Background: an optimization exercise with open tools, aiming at small area, a short achievable clock period and few clock cycles per item. Do not read the settings as production practice.

Setup of main:
==> flow/design.v <==
`timescale 1ns / 1ps
module simon_engine (
  input  logic           clk,                  
  input  logic           rst,                  
  input  logic           ctrl_in_begin,        
  input  logic [10:0]    ctrl_in_num_blocks,   
  input  logic [63:0]    ctrl_in_key,          
  output logic           done_intr,            
  output logic [31:0]    pt_addra,
  input  logic [31:0]    pt_rd_data,
  output logic [31:0]    ct_addra,
  output logic [31:0]    ct_wr_data,
  output logic [3:0]     ct_wea
);
  localparam int NL  = 4;          
  localparam int R   = 4;         
  localparam int NR  = 32 / R;           
  localparam int CW  = (NL > NR) ? $clog2(NL) : $clog2(NR);
  localparam logic [61:0] Z = 62'b01100111000011010100100010111110110011100001101010010001011111;
  localparam logic [1:0] IDLE = 2'd0, SHIFT = 2'd1, ROUND = 2'd2, DRAIN = 2'd3;
  logic [1:0]    st;
  logic [CW-1:0] cnt;
  logic [10:0]   rd;       
  logic [10:0]   wr;       
  logic [10:0]   left;     
  logic          hp;       
  logic          wea_r, done_r;
  logic [1:0]    st_n;
  logic [CW-1:0] cnt_n;
  logic [10:0]   rd_n, wr_n, left_n;
  logic          hp_n, wea_n, done_n;
  wire more = (left > NL);    
  always_comb begin
    st_n   = st;
    cnt_n  = cnt + 1'b1;
    rd_n   = rd;
    wr_n   = wea_r ? wr + 1'b1 : wr;
    left_n = wea_r ? left - 1'b1 : left;
    hp_n   = hp;
    wea_n  = 1'b0;
    done_n = 1'b0;
    case (st)
      IDLE: begin
        cnt_n = '0;
        rd_n  = '0;
        if (ctrl_in_begin) begin
          st_n   = SHIFT;
          rd_n   = 11'd1;
          wr_n   = '0;
          left_n = ctrl_in_num_blocks;
          hp_n   = 1'b0;
        end
      end
      SHIFT: begin
        if (cnt == CW'(NL - 1)) begin
          st_n  = ROUND;
          cnt_n = '0;
        end else begin
          rd_n  = rd + 1'b1;
          wea_n = hp;
        end
      end
      ROUND: begin
        if (cnt == CW'(NR - 1)) begin
          cnt_n = '0;
          wea_n = 1'b1;
          if (more) begin
            st_n = SHIFT;
            rd_n = rd + 1'b1;
            hp_n = 1'b1;
          end else begin
            st_n   = DRAIN;
            done_n = (left == 11'd1);
          end
        end
      end
      DRAIN: begin
        rd_n   = '0;
        wea_n  = (left != 11'd1);
        done_n = (left == 11'd2);
        if (left == 11'd1) st_n = IDLE;
      end
    endcase
  end
  always_ff @(posedge clk) begin
    if (!rst) begin
      st     <= IDLE;
      cnt    <= '0;
      rd     <= '0;
      wea_r  <= 1'b0;
      done_r <= 1'b0;
    end else begin
      st     <= st_n;
      cnt    <= cnt_n;
      rd     <= rd_n;
      wea_r  <= wea_n;
      done_r <= done_n;
    end
    wr   <= wr_n;
    left <= left_n;
    hp   <= hp_n;
  end
  wire shift = (st == SHIFT) || (st == DRAIN);
  logic [15:0] key [0:3];
  logic [15:0] kx  [0:3+R];
  function automatic logic [15:0] ror(input logic [15:0] v, input int s);
    ror = (v >> s) | (v << (16 - s));
  endfunction
  always_comb begin
    for (int j = 0; j < 4; j++) kx[j] = key[j];
    for (int j = 0; j < R; j++) begin
      logic [15:0] t;
      t = ror(kx[j+3], 3) ^ kx[j+1];
      kx[j+4] = kx[j] ^ t ^ ror(t, 1) ^ 16'hfffc ^ {15'd0, Z[R*cnt + j]};
    end
  end
  always_ff @(posedge clk) begin
    for (int j = 0; j < 4; j++)
      key[j] <= shift ? ctrl_in_key[16*j +: 16] : kx[j+R];
  end
  logic [32*NL-1:0] lanes;
  function automatic logic [31:0] rounds(input logic [31:0] b, input logic [16*R-1:0] k);
    logic [15:0] x, y, t;
    x = b[31:16];
    y = b[15:0];
    for (int j = 0; j < R; j++) begin
      t = x;
      x = y ^ ({x[14:0], x[15]} & {x[7:0], x[15:8]}) ^ {x[13:0], x[15:14]} ^ k[16*j +: 16];
      y = t;
    end
    rounds = {x, y};
  endfunction
  logic [16*R-1:0] rk;
  always_comb for (int j = 0; j < R; j++) rk[16*j +: 16] = key[j];
  for (genvar b = 0; b < NL; b++) begin : g_lane
    wire [31:0] prev = (b == 0) ? pt_rd_data : lanes[32*b-1 -: 32];
    always_ff @(posedge clk)
      lanes[32*b +: 32] <= shift ? prev : rounds(lanes[32*b +: 32], rk);
  end
  assign pt_addra   = {19'd0, rd, 2'b00};
  assign ct_addra   = {19'd0, wr, 2'b00};
  assign ct_wr_data = lanes[32*(NL-1) +: 32];
  assign ct_wea     = {4{wea_r}};
  assign done_intr  = done_r;
endmodule
clock: 4.0 ns
lec_check: 0
cap_margin: 20
core_margin: 2
core_utilization: 40
slew_margin: 20
run.sh (not shown) runs the stock make flow with config.mk's settings and CLKGATE_MAP_FILE= SYNTH_SCRIPT=/design/flow/synth_recipe.tcl, a recipe that flattens the netlist after the stock synthesis.
Input changes introduced in the feature branch (baseline for comparison: main):
-- flow/design.v --
<<< main, line 13
  output logic [3:0]     ct_wea
);
  localparam int NL  = 4;          
  localparam int R   = 4;         
  localparam int NR  = 32 / R;           
  localparam int CW  = (NL > NR) ? $clog2(NL) : $clog2(NR);
>>> the feature branch, line 13
  output logic [3:0]     ct_wea
);
  localparam int NL  = 8;          
  localparam int R   = 2;         
  localparam int NR  = 32 / R;           
  localparam int CW  = (NL > NR) ? $clog2(NL) : $clog2(NR);
==> comparison <==
- The feature branch has completed all stages; timing, DRC and antenna checks passed.
- Comparing first-iteration DRC count for main and the feature branch, the bigger number came from main.
- From main to the feature branch the numbers moved as follows: total CTS buffers has increased; minimum setup slack after placement has increased.
- Taking main as the reference point, the endpoint arrival time on the critical path of the feature branch falls by 2.25 ns.
No functional check of the RTL was part of any run of this note.

* * *

Another version of the RTL of simon_engine (not shown whole).
Size in the first run: ~3500 cells after synthesis, ~910 flip-flops, about 210 I/O pins.
==> module simon_engine, before the edit <==
module simon_engine (
  input  logic           clk,                  
  input  logic           rst,                  
  input  logic           ctrl_in_begin,        
  input  logic [10:0]    ctrl_in_num_blocks,   
  input  logic [63:0]    ctrl_in_key,          
  output logic           done_intr,            
  output logic [31:0]    pt_addra,
  input  logic [31:0]    pt_rd_data,
  output logic [31:0]    ct_addra,
  output logic [31:0]    ct_wr_data,
  output logic [3:0]     ct_wea
);
  localparam int R  = 3;         
  localparam int NS = (32 + R - 1) / R;  
  localparam int RL = 32 - R * (NS - 1);  
  localparam int CW = $clog2(NS);
  localparam logic [61:0] Z = 62'b01100111000011010100100010111110110011100001101010010001011111;
  logic          run;      
  logic [CW-1:0] cnt;      
  logic [10:0]   rd;       
  logic [10:0]   wr;       
  logic [10:0]   left;     
  logic          wea_r, done_r;
  logic          run_n;
  logic [CW-1:0] cnt_n;
  logic [10:0]   rd_n, wr_n, left_n;
  logic          wea_n, done_n;
  always_comb begin
    run_n  = run;
    cnt_n  = cnt;
    rd_n   = rd + 1'b1;
    wr_n   = wr + 1'b1;
    left_n = left - 1'b1;
    wea_n  = 1'b0;
    done_n = 1'b0;
    if (!run) begin
      cnt_n  = '0;
      rd_n   = '0;
      wr_n   = '0;
      left_n = ctrl_in_num_blocks;
      if (ctrl_in_begin) begin
        run_n = 1'b1;
        rd_n  = 11'd1;
      end
    end else if (wea_r) begin
      wea_n  = !done_r;
      done_n = (left == 11'd2);
      if (done_r) begin
        run_n = 1'b0;
        rd_n  = '0;
      end
    end else begin
      wr_n   = wr;
      left_n = left;
      if (cnt == CW'(NS - 1)) begin
        wea_n  = 1'b1;
        done_n = (left == 11'd1);
      end else begin
        cnt_n = cnt + 1'b1;
      end
    end
  end
  always_ff @(posedge clk) begin
    if (!rst) begin
      run    <= 1'b0;
      rd     <= '0;
      wea_r  <= 1'b0;
      done_r <= 1'b0;
    end else begin
      run    <= run_n;
      rd     <= rd_n;
      wea_r  <= wea_n;
      done_r <= done_n;
    end
    cnt  <= cnt_n;
    wr   <= wr_n;
    left <= left_n;
  end
  function automatic logic [15:0] ror(input logic [15:0] v, input int s);
    ror = (v >> s) | (v << (16 - s));
  endfunction
  function automatic logic [R-1:0] zbits(input int n);
    zbits = Z[R*n +: R];
  endfunction
  function automatic logic [63:0] kstep(input logic [63:0] k, input logic [R-1:0] zb);
    logic [15:0] kx [0:3+R];
    for (int j = 0; j < 4; j++) kx[j] = k[16*j +: 16];
    for (int j = 0; j < R; j++)
      kx[j+4] = (kx[j] ^ kx[j+1] ^ ror(kx[j+1], 1) ^ 16'hfffc ^ {15'd0, zb[j]})
              ^ (ror(kx[j+3], 3) ^ ror(kx[j+3], 4));
    for (int j = 0; j < 4; j++) kstep[16*j +: 16] = kx[j+R];
  endfunction
  logic [63:0]  ks;
  logic [R-1:0] zr;
  always_ff @(posedge clk) begin
    ks <= run ? kstep(ks, zr) : kstep(ctrl_in_key, zbits(0));
    zr <= zbits(0);
    for (int n = 0; n < NS - 1; n++)
      if (run_n && cnt_n == CW'(n)) zr <= zbits(n + 1);
  end
  logic [15:0] rkey [0:31];
  for (genvar j = 0; j < 32; j++) begin : g_key
    localparam int S = j / R;
    if (j < 4) begin : g_in
      assign rkey[j] = ctrl_in_key[16*j +: 16];
    end else begin : g_reg
      always_ff @(posedge clk)
        if (run && !wea_r && cnt == CW'(S - 1)) rkey[j] <= ks[16*(j - R*S) +: 16];
    end
  end
  logic [16*R-1:0] rk [0:NS-1];
  for (genvar s = 0; s < NS; s++) begin : g_rk
    for (genvar j = 0; j < R; j++) begin : g_j
      if (R*s + j < 32) begin : g_v
        assign rk[s][16*j +: 16] = rkey[R*s + j];
      end else begin : g_x
        assign rk[s][16*j +: 16] = '0;
      end
    end
  end
  function automatic logic [31:0] rounds(input logic [31:0] b, input logic [16*R-1:0] k, input int n);
    logic [15:0] x, y, t;
    x = b[31:16];
    y = b[15:0];
    for (int j = 0; j < n; j++) begin
      t = x;
      x = y ^ ({x[14:0], x[15]} & {x[7:0], x[15:8]}) ^ {x[13:0], x[15:14]} ^ k[16*j +: 16];
      y = t;
    end
    rounds = {x, y};
  endfunction
  logic [31:0] d [0:NS];
  assign d[0] = pt_rd_data;
  for (genvar s = 0; s < NS; s++) begin : g_stage
    always_ff @(posedge clk)
      d[s+1] <= rounds(d[s], rk[s], (s == NS - 1) ? RL : R);
  end
  assign pt_addra   = {19'd0, rd, 2'b00};
  assign ct_addra   = {19'd0, wr, 2'b00};
  assign ct_wr_data = d[NS];
  assign ct_wea     = {4{wea_r}};
  assign done_intr  = done_r;
endmodule
Settings: LEC_CHECK=0, ABC_CLOCK_PERIOD_IN_PS=2100, CAP_MARGIN=20, CORE_MARGIN=2, CORE_UTILIZATION=40, SETUP_SLACK_MARGIN=1.9, SLEW_MARGIN=20; clock period 4.0 ns.
Change:
--- a/flow/design.v
+++ b/flow/design.v
@@ -43,13 +43,13 @@
       if (ctrl_in_begin) begin
         run_n = 1'b1;
         rd_n  = 11'd1;
       end
     end else if (wea_r) begin
-      wea_n  = !done_r;
+      wea_n  = (left != 11'd1);
       done_n = (left == 11'd2);
-      if (done_r) begin
+      if (left == 11'd1) begin
         run_n = 1'b0;
         rd_n  = '0;
       end
     end else begin
       wr_n   = wr;
@@ -93,33 +93,26 @@
     for (int j = 0; j < 4; j++) kstep[16*j +: 16] = kx[j+R];
   endfunction
   logic [63:0]  ks;
   logic [R-1:0] zr;
   always_ff @(posedge clk) begin
-    ks <= run ? kstep(ks, zr) : kstep(ctrl_in_key, zbits(0));
+    if (!run)                    ks <= kstep(ctrl_in_key, zbits(0));
+    else if (cnt < CW'(NS - 2))  ks <= kstep(ks, zr);
     zr <= zbits(0);
     for (int n = 0; n < NS - 1; n++)
       if (run_n && cnt_n == CW'(n)) zr <= zbits(n + 1);
   end
-  logic [15:0] rkey [0:31];
-  for (genvar j = 0; j < 32; j++) begin : g_key
-    localparam int S = j / R;
-    if (j < 4) begin : g_in
-      assign rkey[j] = ctrl_in_key[16*j +: 16];
+  localparam int ND = 4 / R;
+  logic [16*R-1:0] rk [0:NS-1];
+  for (genvar s = 0; s < NS; s++) begin : g_rk
+    if (s < ND) begin : g_direct
+      assign rk[s] = ctrl_in_key[16*R*s +: 16*R];
+    end else if (s == NS - 1) begin : g_last
+      assign rk[s] = ks[16*R-1:0];
     end else begin : g_reg
       always_ff @(posedge clk)
-        if (run && !wea_r && cnt == CW'(S - 1)) rkey[j] <= ks[16*(j - R*S) +: 16];
-    end
-  end
-  logic [16*R-1:0] rk [0:NS-1];
-  for (genvar s = 0; s < NS; s++) begin : g_rk
-    for (genvar j = 0; j < R; j++) begin : g_j
-      if (R*s + j < 32) begin : g_v
-        assign rk[s][16*j +: 16] = rkey[R*s + j];
-      end else begin : g_x
-        assign rk[s][16*j +: 16] = '0;
-      end
+        if (run && !wea_r && cnt == CW'(s - 1)) rk[s] <= ks[16*R-1:0];
     end
   end
   function automatic logic [31:0] rounds(input logic [31:0] b, input logic [16*R-1:0] k, input int n);
     logic [15:0] x, y, t;
     x = b[31:16];
What happened: Hold slack is better by 62 ps; non-clock buffer count goes up by 86; setup slack gets better by 20 ps; wire length climbs by 3.0%; final area climbs by 2.7%; first-iteration DRC count increases by 1.6%; sequential share of layout area goes down by 0.90 points; utilization climbs by 0.78 points; synthesized area rose by 0.46%.
No run of this note included a check of the RTL's function; only the layout flow was run.

afterwards: timing with drivers on the ports:
The flow's constraints put no driver on any port. The routed layouts listed below were extracted and timed again, unchanged, in two steps.
Step 1 (the two cells are an assumption about what drives the block):
set clk [get_ports {clk}]
set_driving_cell -lib_cell sky130_fd_sc_hd__clkbuf_16 $clk
set_driving_cell -lib_cell sky130_fd_sc_hd__buf_2 [delete_from_list [all_inputs] $clk]
Step 2, shift: input delay + t, output delay - t, t = (earliest + latest rising clock arrival at the registers) / 2. This alone moves slack from input paths to output paths.
Slacks: no drivers / after step 1 / after step 2; pairs: no drivers / after step 1.
run	t (ns)	slack for setup (ns)	cell pins on the clock port's net
main	0.650	0.350 / 0.350 / 0.350	1
the feature branch	0.626	1.320 / 1.260 / 1.503	1
the first run of note 2	0.734	1.667 / 1.667 / 1.220	1
the second run of note 2	0.730	1.687 / 1.687 / 1.050	1
After both steps setup and hold are still met in every run listed. For the second run of note 2, which loses most, drivers alone change the setup slack by 0.000 ns; drivers and shift together by -0.637 ns.
